This is an optimization exercise on Yosys and OpenROAD, whose aim is small area, a short achievable clock period and few clock cycles, not a production implementation.
At most, simulation tests tie the RTL to the original design; equivalence was not proved.
Power is estimated from default activity; no workload was simulated.

==> inputs of v25 <==
==> flow/design.v <==
module Processador (
	input  wire        clock,
	input  wire        reset,
	output wire [9:0]  imem_addr,
	input  wire [31:0] imem_data,
	output wire        in_req,
	input  wire        in_valid,
	input  wire [31:0] in_data,
	output wire        out_valid,
	input  wire        out_ready,
	output wire [31:0] out_data,
	output wire        halted
);
	localparam DIV_STEPS = 2;
	localparam [5:0] OP_ADD=6'd0, OP_SUB=6'd1, OP_ADDI=6'd2, OP_SUBI=6'd3,
		OP_MULT=6'd4, OP_NOT=6'd5, OP_AND=6'd6, OP_OR=6'd7, OP_XOR=6'd8, OP_SLT=6'd9,
		OP_SHFL=6'd10, OP_SHFR=6'd11, OP_LW=6'd12, OP_LI=6'd13, OP_SW=6'd14,
		OP_BEQ=6'd15, OP_BNEQ=6'd16, OP_BEQZ=6'd17, OP_JMP=6'd18, OP_JMPR=6'd19,
		OP_NOP=6'd20, OP_IN=6'd21, OP_OUT=6'd22, OP_HLT=6'd23, OP_MOVE=6'd24,
		OP_DIV=6'd25, OP_MOD=6'd26, OP_SGT=6'd27, OP_SLE=6'd28, OP_SGE=6'd29;
	reg  [9:0]  pc;
	reg  [31:0] ir;
	reg         irv;        
	reg         irpt;       
	reg         halt_r;
	reg         inreq_r;
	reg         in_got;     
	reg  [31:0] in_buf;
	reg         v0, v1;     
	reg  [31:0] e0, e1;
	reg         busy;       
	reg  [31:0] dv_r, dv_d;
	reg  [15:0] dv_q;
	reg  [5:0]  dv_n;       
	reg  [31:0] rf  [1:31];
	reg  [31:0] mem [0:100];
	assign imem_addr = pc;
	assign in_req    = inreq_r;
	assign out_valid = v0;
	assign out_data  = e0;
	assign halted    = halt_r;
	wire [5:0]  op    = ir[31:26];
	wire [4:0]  rs    = ir[25:21];
	wire [4:0]  rt    = ir[20:16];
	wire [4:0]  rd    = ir[15:11];
	wire [4:0]  shamt = ir[10:6];
	wire [31:0] simm  = {{16{ir[15]}}, ir[15:0]};
	wire is_add  = (op == OP_ADD) | (op == OP_NOP);
	wire is_sub  = (op == OP_SUB);
	wire is_addi = (op == OP_ADDI) | (op == OP_LI) | (op == OP_MOVE);
	wire is_subi = (op == OP_SUBI);
	wire is_mult = (op == OP_MULT);
	wire is_not  = (op == OP_NOT);
	wire is_and  = (op == OP_AND);
	wire is_or   = (op == OP_OR);
	wire is_xor  = (op == OP_XOR);
	wire is_slt  = (op == OP_SLT);
	wire is_sgt  = (op == OP_SGT);
	wire is_sle  = (op == OP_SLE);
	wire is_sge  = (op == OP_SGE);
	wire is_shfl = (op == OP_SHFL);
	wire is_shfr = (op == OP_SHFR);
	wire is_lw   = (op == OP_LW);
	wire is_sw   = (op == OP_SW);
	wire is_beq  = (op == OP_BEQ) | (op == OP_BNEQ);
	wire is_beqz = (op == OP_BEQZ);
	wire is_jmpr = (op == OP_JMPR);
	wire is_in   = (op == OP_IN);
	wire is_out  = (op == OP_OUT);
	wire is_hlt  = (op == OP_HLT);
	wire is_div  = (op == OP_DIV);
	wire is_mod  = (op == OP_MOD);
	wire is_dm   = is_div | is_mod;
	wire [31:0] A = (rs == 5'd0) ? 32'd0 : rf[rs];
	wire [31:0] B = (rt == 5'd0) ? 32'd0 : rf[rt];
	wire        use_imm = is_addi | is_subi | is_lw | is_sw;
	wire        do_sub  = is_sub | is_subi | is_slt | is_sgt | is_sle | is_sge;
	wire [31:0] X       = use_imm ? simm : B;
	wire [32:0] sum     = {1'b0, A} + {1'b0, do_sub ? ~X : X} + {32'd0, do_sub};
	wire        lt      = ~sum[32];           
	wire        eq      = (A == B);
	wire        azero   = (A == 32'd0);
	wire [31:0] dn_a = is_div ? {16'd0, A[15:0]} : A;
	wire [31:0] dn_b = is_div ? {16'd0, B[15:0]} : B;
	function [5:0] clz32;
		input [31:0] x;
		integer i;
		begin
			clz32 = 6'd32;
			for (i = 0; i < 32; i = i + 1)
				if (x[i]) clz32 = 6'd31 - i[5:0];
		end
	endfunction
	wire [5:0] za = clz32(dn_a);
	wire [5:0] zb = clz32(dn_b);
	wire [6:0] dk = {1'b0, zb} - {1'b0, za};
	wire       bzero = (dn_b == 32'd0);
	wire       dtriv = bzero | dk[6];
	wire [31:0] dtriv_res = is_div ? (bzero ? 32'h0000ffff : 32'd0) : A;
	function [31:0] rev32;
		input [31:0] x;
		integer i;
		begin
			for (i = 0; i < 32; i = i + 1)
				rev32[i] = x[31 - i];
		end
	endfunction
	wire [31:0] sh_in  = is_dm ? dn_b : (is_shfr ? rev32(A) : A);
	wire [4:0]  sh_amt = is_dm ? dk[4:0] : shamt;
	wire [31:0] sh_out = sh_in << sh_amt;
	reg  [31:0] it_r [0:DIV_STEPS];
	reg  [31:0] it_d [0:DIV_STEPS];
	reg  [15:0] it_q [0:DIV_STEPS];
	reg  [32:0] it_t;
	integer s;
	always @(*) begin
		it_r[0] = dv_r;
		it_d[0] = dv_d;
		it_q[0] = dv_q;
		for (s = 0; s < DIV_STEPS; s = s + 1) begin
			it_t = {1'b0, it_r[s]} - {1'b0, it_d[s]};
			if (dv_n > s) begin
				it_r[s+1] = it_t[32] ? it_r[s] : it_t[31:0];
				it_q[s+1] = {it_q[s][14:0], ~it_t[32]};
				it_d[s+1] = {1'b0, it_d[s][31:1]};
			end else begin
				it_r[s+1] = it_r[s];
				it_q[s+1] = it_q[s];
				it_d[s+1] = it_d[s];
			end
		end
	end
	wire        dv_last = (dv_n <= DIV_STEPS);
	wire [31:0] dv_res  = is_div ? {16'd0, it_q[DIV_STEPS]} : it_r[DIV_STEPS];
	wire        dm_done = busy ? dv_last : dtriv;
	wire [31:0] prod = A[15:0] * B[15:0];
	wire [6:0]  maddr = sum[6:0];
	wire [31:0] mrd   = (maddr <= 7'd100) ? mem[maddr] : 32'd0;
	reg [31:0] wb;
	always @(*) begin
		wb = sum[31:0];
		if (is_mult) wb = prod;
		if (is_not)  wb = ~A;
		if (is_and)  wb = A & B;
		if (is_or)   wb = A | B;
		if (is_xor)  wb = A ^ B;
		if (is_slt)  wb = {31'd0, lt};
		if (is_sgt)  wb = {31'd0, ~lt & ~eq};
		if (is_sle)  wb = {31'd0, lt | eq};
		if (is_sge)  wb = {31'd0, ~lt};
		if (is_shfl) wb = sh_out;
		if (is_shfr) wb = rev32(sh_out);
		if (is_lw)   wb = mrd;
		if (is_in)   wb = in_buf;
		if (is_dm)   wb = busy ? dv_res : dtriv_res;
	end
	wire wr_rd = is_add | is_sub | is_mult | is_not | is_and | is_or | is_xor |
	             is_slt | is_sgt | is_sle | is_sge | is_shfl | is_shfr | is_dm;
	wire wr_rt = is_addi | is_subi | is_lw | is_in;
	wire [4:0] wdst = wr_rd ? rd : rt;
	wire ev      = irv & ~halt_r;
	wire e_stall = (is_in & ~in_got) | (is_out & v1) | is_hlt | (is_dm & ~dm_done);
	wire e_adv   = ~halt_r & (~irv | ~e_stall);     
	wire e_fire  = ev & ~e_stall;                    
	wire taken   = (is_beq & eq) | (is_beqz & azero);
	wire squash  = ev & ((taken & ~irpt) | is_jmpr);
	wire [9:0] e_tgt = is_jmpr ? A[9:0] : ir[9:0];
	wire rf_we  = e_fire & (wr_rd | wr_rt) & (wdst != 5'd0);
	wire mem_we = e_fire & is_sw;
	wire [5:0] fop = imem_data[31:26];
	wire       fredir = (fop == OP_JMP) |
	                    (((fop == OP_BEQ) | (fop == OP_BNEQ)) & (imem_data[25:21] == imem_data[20:16])) |
	                    ((fop == OP_BEQZ) & (imem_data[25:21] == 5'd0));
	wire [9:0] fnext  = fredir ? imem_data[9:0] : pc + 10'd1;
	wire       f_take = e_adv & ~squash;             
	wire pop  = v0 & out_ready;
	wire push = e_fire & is_out;
	wire q_empty_next = ~push & (~v0 | (pop & ~v1));
	always @(posedge clock) begin
		if (reset) begin
			pc      <= 10'd0;
			irv     <= 1'b0;
			halt_r  <= 1'b0;
			inreq_r <= 1'b0;
			in_got  <= 1'b0;
			v0      <= 1'b0;
			v1      <= 1'b0;
			busy    <= 1'b0;
		end else begin
			if (squash)
				pc <= e_tgt;
			else if (e_adv)
				pc <= fnext;
			if (e_adv) begin
				irv  <= ~squash;
				irpt <= fredir;
			end
			if ((ev & is_hlt & q_empty_next) | (f_take & (fop == OP_HLT) & q_empty_next))
				halt_r <= 1'b1;
			inreq_r <= (inreq_r & ~in_valid) | (f_take & (fop == OP_IN));
			in_got  <= inreq_r & in_valid;
			v0 <= v1 | push | (v0 & ~pop);
			v1 <= v1 ? ~pop : (push & v0 & ~pop);
			if (ev & is_dm & ~busy & ~dtriv)
				busy <= 1'b1;
			else if (busy & dv_last)
				busy <= 1'b0;
		end
		if (e_adv)
			ir <= imem_data;
		in_buf <= in_data;
		if (~v0 | pop)
			e0 <= v1 ? e1 : A;
		if (push)
			e1 <= A;
		if (busy) begin
			dv_r <= it_r[DIV_STEPS];
			dv_d <= it_d[DIV_STEPS];
			dv_q <= it_q[DIV_STEPS];
			dv_n <= dv_n - DIV_STEPS;
		end else begin
			dv_r <= dn_a;
			dv_d <= sh_out;
			dv_q <= 16'd0;
			dv_n <= dk[5:0] + 6'd1;
		end
		if (rf_we)
			rf[wdst] <= wb;
		if (mem_we)
			mem[maddr] <= B;
	end
endmodule
==> flow/run.sh <==
#!/bin/bash
# synth_recipe.tcl (not shown) runs the flow's synth.tcl, then flattens the netlist and writes it again
# the make line also repeats each setting of config.mk as NAME=value (left out here)
make -C /OpenROAD-flow-scripts/flow DESIGN_CONFIG=/design/flow/config.mk WORK_HOME=/design/flow/orfs CLKGATE_MAP_FILE= SYNTH_SCRIPT=/design/flow/synth_recipe.tcl finish
==> flow/config.mk <==
export PLATFORM = sky130hd
export DESIGN_NAME = Processador
export DESIGN_NICKNAME = Processador
export VERILOG_FILES = /design/flow/design.v
export SDC_FILE = /design/flow/constraint.sdc
export NUM_CORES = 4
export LEC_CHECK = 0
export CAP_MARGIN = 20
export CORE_MARGIN = 2
export CORE_UTILIZATION = 30
export PLACE_DENSITY = 0.4
export SLEW_MARGIN = 20
==> flow/constraint.sdc <==
create_clock -name core_clock -period 180.0 [get_ports {clock}]
set_input_delay 36.0000 -clock core_clock [delete_from_list [all_inputs] [get_ports {clock}]]
set_output_delay 36.0000 -clock core_clock [all_outputs]
set_load 0.01 [all_outputs]
==> v21: changes against v25 <==
==> flow/design.v, changed modules only <==
module Processador (
	input  wire        clock,
	input  wire        reset,
	output wire [9:0]  imem_addr,
	input  wire [31:0] imem_data,
	output wire        in_req,
	input  wire        in_valid,
	input  wire [31:0] in_data,
	output wire        out_valid,
	input  wire        out_ready,
	output wire [31:0] out_data,
	output wire        halted
);
	localparam DIV_STEPS = 2;
	localparam [5:0] OP_ADD=6'd0, OP_SUB=6'd1, OP_ADDI=6'd2, OP_SUBI=6'd3,
		OP_MULT=6'd4, OP_NOT=6'd5, OP_AND=6'd6, OP_OR=6'd7, OP_XOR=6'd8, OP_SLT=6'd9,
		OP_SHFL=6'd10, OP_SHFR=6'd11, OP_LW=6'd12, OP_LI=6'd13, OP_SW=6'd14,
		OP_BEQ=6'd15, OP_BNEQ=6'd16, OP_BEQZ=6'd17, OP_JMP=6'd18, OP_JMPR=6'd19,
		OP_NOP=6'd20, OP_IN=6'd21, OP_OUT=6'd22, OP_HLT=6'd23, OP_MOVE=6'd24,
		OP_DIV=6'd25, OP_MOD=6'd26, OP_SGT=6'd27, OP_SLE=6'd28, OP_SGE=6'd29;
	reg  [9:0]  pc;
	reg  [31:0] ir;
	reg         irv;        
	reg         irres;      
	reg         halt_r;
	reg         inreq_r;
	reg         v0, v1;     
	reg  [31:0] e0, e1;
	reg         busy;       
	reg  [31:0] dv_r, dv_d;
	reg  [15:0] dv_q;
	reg  [5:0]  dv_n;       
	reg  [31:0] rf  [1:31];
	reg  [31:0] mem [0:100];
	assign imem_addr = pc;
	assign in_req    = inreq_r;
	assign out_valid = v0;
	assign out_data  = e0;
	assign halted    = halt_r;
	wire [5:0]  op    = ir[31:26];
	wire [4:0]  rs    = ir[25:21];
	wire [4:0]  rt    = ir[20:16];
	wire [4:0]  rd    = ir[15:11];
	wire [4:0]  shamt = ir[10:6];
	wire [31:0] simm  = {{16{ir[15]}}, ir[15:0]};
	wire is_add  = (op == OP_ADD) | (op == OP_NOP);
	wire is_sub  = (op == OP_SUB);
	wire is_addi = (op == OP_ADDI) | (op == OP_LI) | (op == OP_MOVE);
	wire is_subi = (op == OP_SUBI);
	wire is_mult = (op == OP_MULT);
	wire is_not  = (op == OP_NOT);
	wire is_and  = (op == OP_AND);
	wire is_or   = (op == OP_OR);
	wire is_xor  = (op == OP_XOR);
	wire is_slt  = (op == OP_SLT);
	wire is_sgt  = (op == OP_SGT);
	wire is_sle  = (op == OP_SLE);
	wire is_sge  = (op == OP_SGE);
	wire is_shfl = (op == OP_SHFL);
	wire is_shfr = (op == OP_SHFR);
	wire is_lw   = (op == OP_LW);
	wire is_sw   = (op == OP_SW);
	wire is_beq  = (op == OP_BEQ) | (op == OP_BNEQ);
	wire is_beqz = (op == OP_BEQZ);
	wire is_jmpr = (op == OP_JMPR);
	wire is_in   = (op == OP_IN);
	wire is_out  = (op == OP_OUT);
	wire is_hlt  = (op == OP_HLT);
	wire is_div  = (op == OP_DIV);
	wire is_mod  = (op == OP_MOD);
	wire is_dm   = is_div | is_mod;
	wire [31:0] A = (rs == 5'd0) ? 32'd0 : rf[rs];
	wire [31:0] B = (rt == 5'd0) ? 32'd0 : rf[rt];
	wire        use_imm = is_addi | is_subi | is_lw | is_sw;
	wire        do_sub  = is_sub | is_subi | is_slt | is_sgt | is_sle | is_sge;
	wire [31:0] X       = use_imm ? simm : B;
	wire [32:0] sum     = {1'b0, A} + {1'b0, do_sub ? ~X : X} + {32'd0, do_sub};
	wire        lt      = ~sum[32];           
	wire        eq      = (A == B);
	wire        azero   = (A == 32'd0);
	wire [31:0] dn_a = is_div ? {16'd0, A[15:0]} : A;
	wire [31:0] dn_b = is_div ? {16'd0, B[15:0]} : B;
	function [5:0] clz32;
		input [31:0] x;
		integer i;
		begin
			clz32 = 6'd32;
			for (i = 0; i < 32; i = i + 1)
				if (x[i]) clz32 = 6'd31 - i[5:0];
		end
	endfunction
	wire [5:0] za = clz32(dn_a);
	wire [5:0] zb = clz32(dn_b);
	wire [6:0] dk = {1'b0, zb} - {1'b0, za};
	wire       bzero = (dn_b == 32'd0);
	wire       dtriv = bzero | dk[6];
	wire [31:0] dtriv_res = is_div ? (bzero ? 32'h0000ffff : 32'd0) : A;
	function [31:0] rev32;
		input [31:0] x;
		integer i;
		begin
			for (i = 0; i < 32; i = i + 1)
				rev32[i] = x[31 - i];
		end
	endfunction
	wire [31:0] sh_in  = is_dm ? dn_b : (is_shfr ? rev32(A) : A);
	wire [4:0]  sh_amt = is_dm ? dk[4:0] : shamt;
	wire [31:0] sh_out = sh_in << sh_amt;
	reg  [31:0] it_r [0:DIV_STEPS];
	reg  [31:0] it_d [0:DIV_STEPS];
	reg  [15:0] it_q [0:DIV_STEPS];
	reg  [32:0] it_t;
	integer s;
	always @(*) begin
		it_r[0] = dv_r;
		it_d[0] = dv_d;
		it_q[0] = dv_q;
		for (s = 0; s < DIV_STEPS; s = s + 1) begin
			it_t = {1'b0, it_r[s]} - {1'b0, it_d[s]};
			if (dv_n > s) begin
				it_r[s+1] = it_t[32] ? it_r[s] : it_t[31:0];
				it_q[s+1] = {it_q[s][14:0], ~it_t[32]};
				it_d[s+1] = {1'b0, it_d[s][31:1]};
			end else begin
				it_r[s+1] = it_r[s];
				it_q[s+1] = it_q[s];
				it_d[s+1] = it_d[s];
			end
		end
	end
	wire        dv_last = (dv_n <= DIV_STEPS);
	wire [31:0] dv_res  = is_div ? {16'd0, it_q[DIV_STEPS]} : it_r[DIV_STEPS];
	wire        dm_done = busy ? dv_last : dtriv;
	wire [31:0] prod = A[15:0] * B[15:0];
	wire [6:0]  maddr = sum[6:0];
	wire [31:0] mrd   = (maddr <= 7'd100) ? mem[maddr] : 32'd0;
	reg [31:0] wb_x;
	always @(*) begin
		wb_x = sum[31:0];
		if (is_mult) wb_x = prod;
		if (is_not)  wb_x = ~A;
		if (is_and)  wb_x = A & B;
		if (is_or)   wb_x = A | B;
		if (is_xor)  wb_x = A ^ B;
		if (is_slt)  wb_x = {31'd0, lt};
		if (is_sgt)  wb_x = {31'd0, ~lt & ~eq};
		if (is_sle)  wb_x = {31'd0, lt | eq};
		if (is_sge)  wb_x = {31'd0, ~lt};
		if (is_shfl) wb_x = sh_out;
		if (is_shfr) wb_x = rev32(sh_out);
		if (is_lw)   wb_x = mrd;
		if (is_dm)   wb_x = busy ? dv_res : dtriv_res;
	end
	wire [31:0] wb = is_in ? in_data : wb_x;
	wire wr_rd = is_add | is_sub | is_mult | is_not | is_and | is_or | is_xor |
	             is_slt | is_sgt | is_sle | is_sge | is_shfl | is_shfr | is_dm;
	wire wr_rt = is_addi | is_subi | is_lw | is_in;
	wire [4:0] wdst = wr_rd ? rd : rt;
	wire ev      = irv & ~halt_r;
	wire e_hold  = (is_out & v1) | is_hlt | (is_dm & ~dm_done);    
	wire e_stall = e_hold | (is_in & ~in_valid);
	wire e_adv   = ~halt_r & (~irv | ~e_stall);     
	wire e_fire  = ev & ~e_stall;                    
	wire taken   = (is_beq & eq) | (is_beqz & azero);
	wire squash  = ev & ~irres & (taken | is_jmpr);
	wire [9:0] e_tgt = is_jmpr ? A[9:0] : ir[9:0];
	wire rf_we  = ev & ~e_hold & (wr_rd | wr_rt) & (wdst != 5'd0);
	wire mem_we = e_fire & is_sw;
	wire [5:0] fop  = imem_data[31:26];
	wire [4:0] frs  = imem_data[25:21];
	wire       f_jmp  = (fop == OP_JMP);
	wire       f_beq  = (fop == OP_BEQ) | (fop == OP_BNEQ);
	wire       f_beqz = (fop == OP_BEQZ);
	wire       f_jmpr = (fop == OP_JMPR);
	wire       f_rs0  = (frs == 5'd0);
	wire       f_fwd  = rf_we & ~is_in & (frs == wdst);
	wire       wb_zero = (wb_x == 32'd0);
	wire       f_res  = f_jmp | (f_beq & (frs == imem_data[20:16])) |
	                    ((f_beqz | f_jmpr) & (f_rs0 | f_fwd));
	wire       f_imm  = f_jmp | (f_beq & (frs == imem_data[20:16])) |
	                    (f_beqz & (f_rs0 | (f_fwd & wb_zero)));
	wire       f_reg  = f_jmpr & ~f_rs0 & f_fwd;
	wire       f_zero = f_jmpr & f_rs0;
	wire [9:0] fnext  = f_imm  ? imem_data[9:0] :
	                    f_reg  ? wb_x[9:0] :
	                    f_zero ? 10'd0 : pc + 10'd1;
	wire       f_take = e_adv & ~squash;             
	wire pop  = v0 & out_ready;
	wire push = e_fire & is_out;
	wire q_empty_next = ~push & (~v0 | (pop & ~v1));
	always @(posedge clock) begin
		if (reset) begin
			pc      <= 10'd0;
			irv     <= 1'b0;
			halt_r  <= 1'b0;
			inreq_r <= 1'b0;
			v0      <= 1'b0;
			v1      <= 1'b0;
			busy    <= 1'b0;
		end else begin
			if (squash)
				pc <= e_tgt;
			else if (e_adv)
				pc <= fnext;
			if (e_adv) begin
				irv  <= ~squash;
				irres <= f_res;
			end
			if ((ev & is_hlt & q_empty_next) | (f_take & (fop == OP_HLT) & q_empty_next))
				halt_r <= 1'b1;
			inreq_r <= (inreq_r & ~in_valid) | (f_take & (fop == OP_IN));
			v0 <= v1 | push | (v0 & ~pop);
			v1 <= v1 ? ~pop : (push & v0 & ~pop);
			if (ev & is_dm & ~busy & ~dtriv)
				busy <= 1'b1;
			else if (busy & dv_last)
				busy <= 1'b0;
		end
		if (e_adv)
			ir <= imem_data;
		if (~v0 | pop)
			e0 <= v1 ? e1 : A;
		if (push)
			e1 <= A;
		if (busy) begin
			dv_r <= it_r[DIV_STEPS];
			dv_d <= it_d[DIV_STEPS];
			dv_q <= it_q[DIV_STEPS];
			dv_n <= dv_n - DIV_STEPS;
		end else begin
			dv_r <= dn_a;
			dv_d <= sh_out;
			dv_q <= 16'd0;
			dv_n <= dk[5:0] + 6'd1;
		end
		if (rf_we)
			rf[wdst] <= wb;
		if (mem_we)
			mem[maddr] <= B;
	end
endmodule
--- a/flow/config.mk
+++ b/flow/config.mk
@@ -8,5 +8,7 @@
 export CAP_MARGIN = 20
 export CORE_MARGIN = 2
 export CORE_UTILIZATION = 30
+export CTS_BUF_LIST = sky130_fd_sc_hd__clkbuf_8
+export CTS_CLUSTER_SIZE = 20
 export PLACE_DENSITY = 0.4
 export SLEW_MARGIN = 20
==> notes <==
v21 produced a clean layout. v25 completed with no timing, DRC or antenna violations. Against v25, the total power of v21 is higher by 15%. Against v25, the design area of v21 is larger by 0.58%. Of v21 and v25, v21 has the higher wire length (gap about 6.5%, measured against v25). Of v25 and v21, v25 has the higher sequential cell count (gap 33). Sequential power is about the same in v21 and v25.
==> figures <==
| item | v25 | v21 |
|---|---|---|
| Result of the run | finished clean | finished clean |
| Post-layout total power | 0.00460 W | 0.00531 W |
| Internal power component | 0.00249 W | 0.00261 W |
| Signal buf overhead | 2.93% | 3.28% |
| Cell area after synthesis | 204000 sq um | 206000 sq um |
| Layout multi-input combinational cell count | 8704 | 8735 |
| Post-synthesis xor/xnor area fraction | 0.703% | 0.651% |
| Slew at the pin closest to its max-slew limit | 1310 ps | 1330 ps |
| Number of CTS-inserted buffers | 532 | 773 |
| Total power density per cell area | 19.5 nW/um^2 | 22.4 nW/um^2 |
| Maximum number of pins on one net before global-route repair | 108 | 114 |
| Vias in the first global route | 136470 | 140702 |
Testbench counts of v25, summed over its fixed seeds: cycles 7,949.
Only the layout flow was run in v21; the RTL was not checked for function there.

[what the ideal ports hide]
Ports are ideal in the flow. The routed layouts listed here were re-timed in OpenROAD.
Step 1: set_driving_cell puts a clkbuf_16 on clock and a buf_2 on each other input, an assumption about the parent block.
Step 2, shift: input delay + t, output delay - t, t = (earliest + latest rising clock arrival at the registers) / 2. This alone moves slack from input paths to output paths.
a / b / c = ideal ports / drivers / drivers and shift; a / b = the first two.
run	t, ns	slack for setup (ns)	worst hold slack (ns)	latest minus earliest clock arrival (ns)	pins driven straight from the clock port
v25	1.198	141.795 / 141.649 / 141.495	0.467 / 0.467 / 0.467	0.147 / 0.146	1
v21	1.486	141.496 / 141.359 / 140.171	0.474 / 0.474 / 0.474	0.145 / 0.144	1
After both steps setup and hold are still met in every run listed. For v21, which loses most, drivers alone change the setup slack by -0.137 ns; drivers and shift together by -1.325 ns.
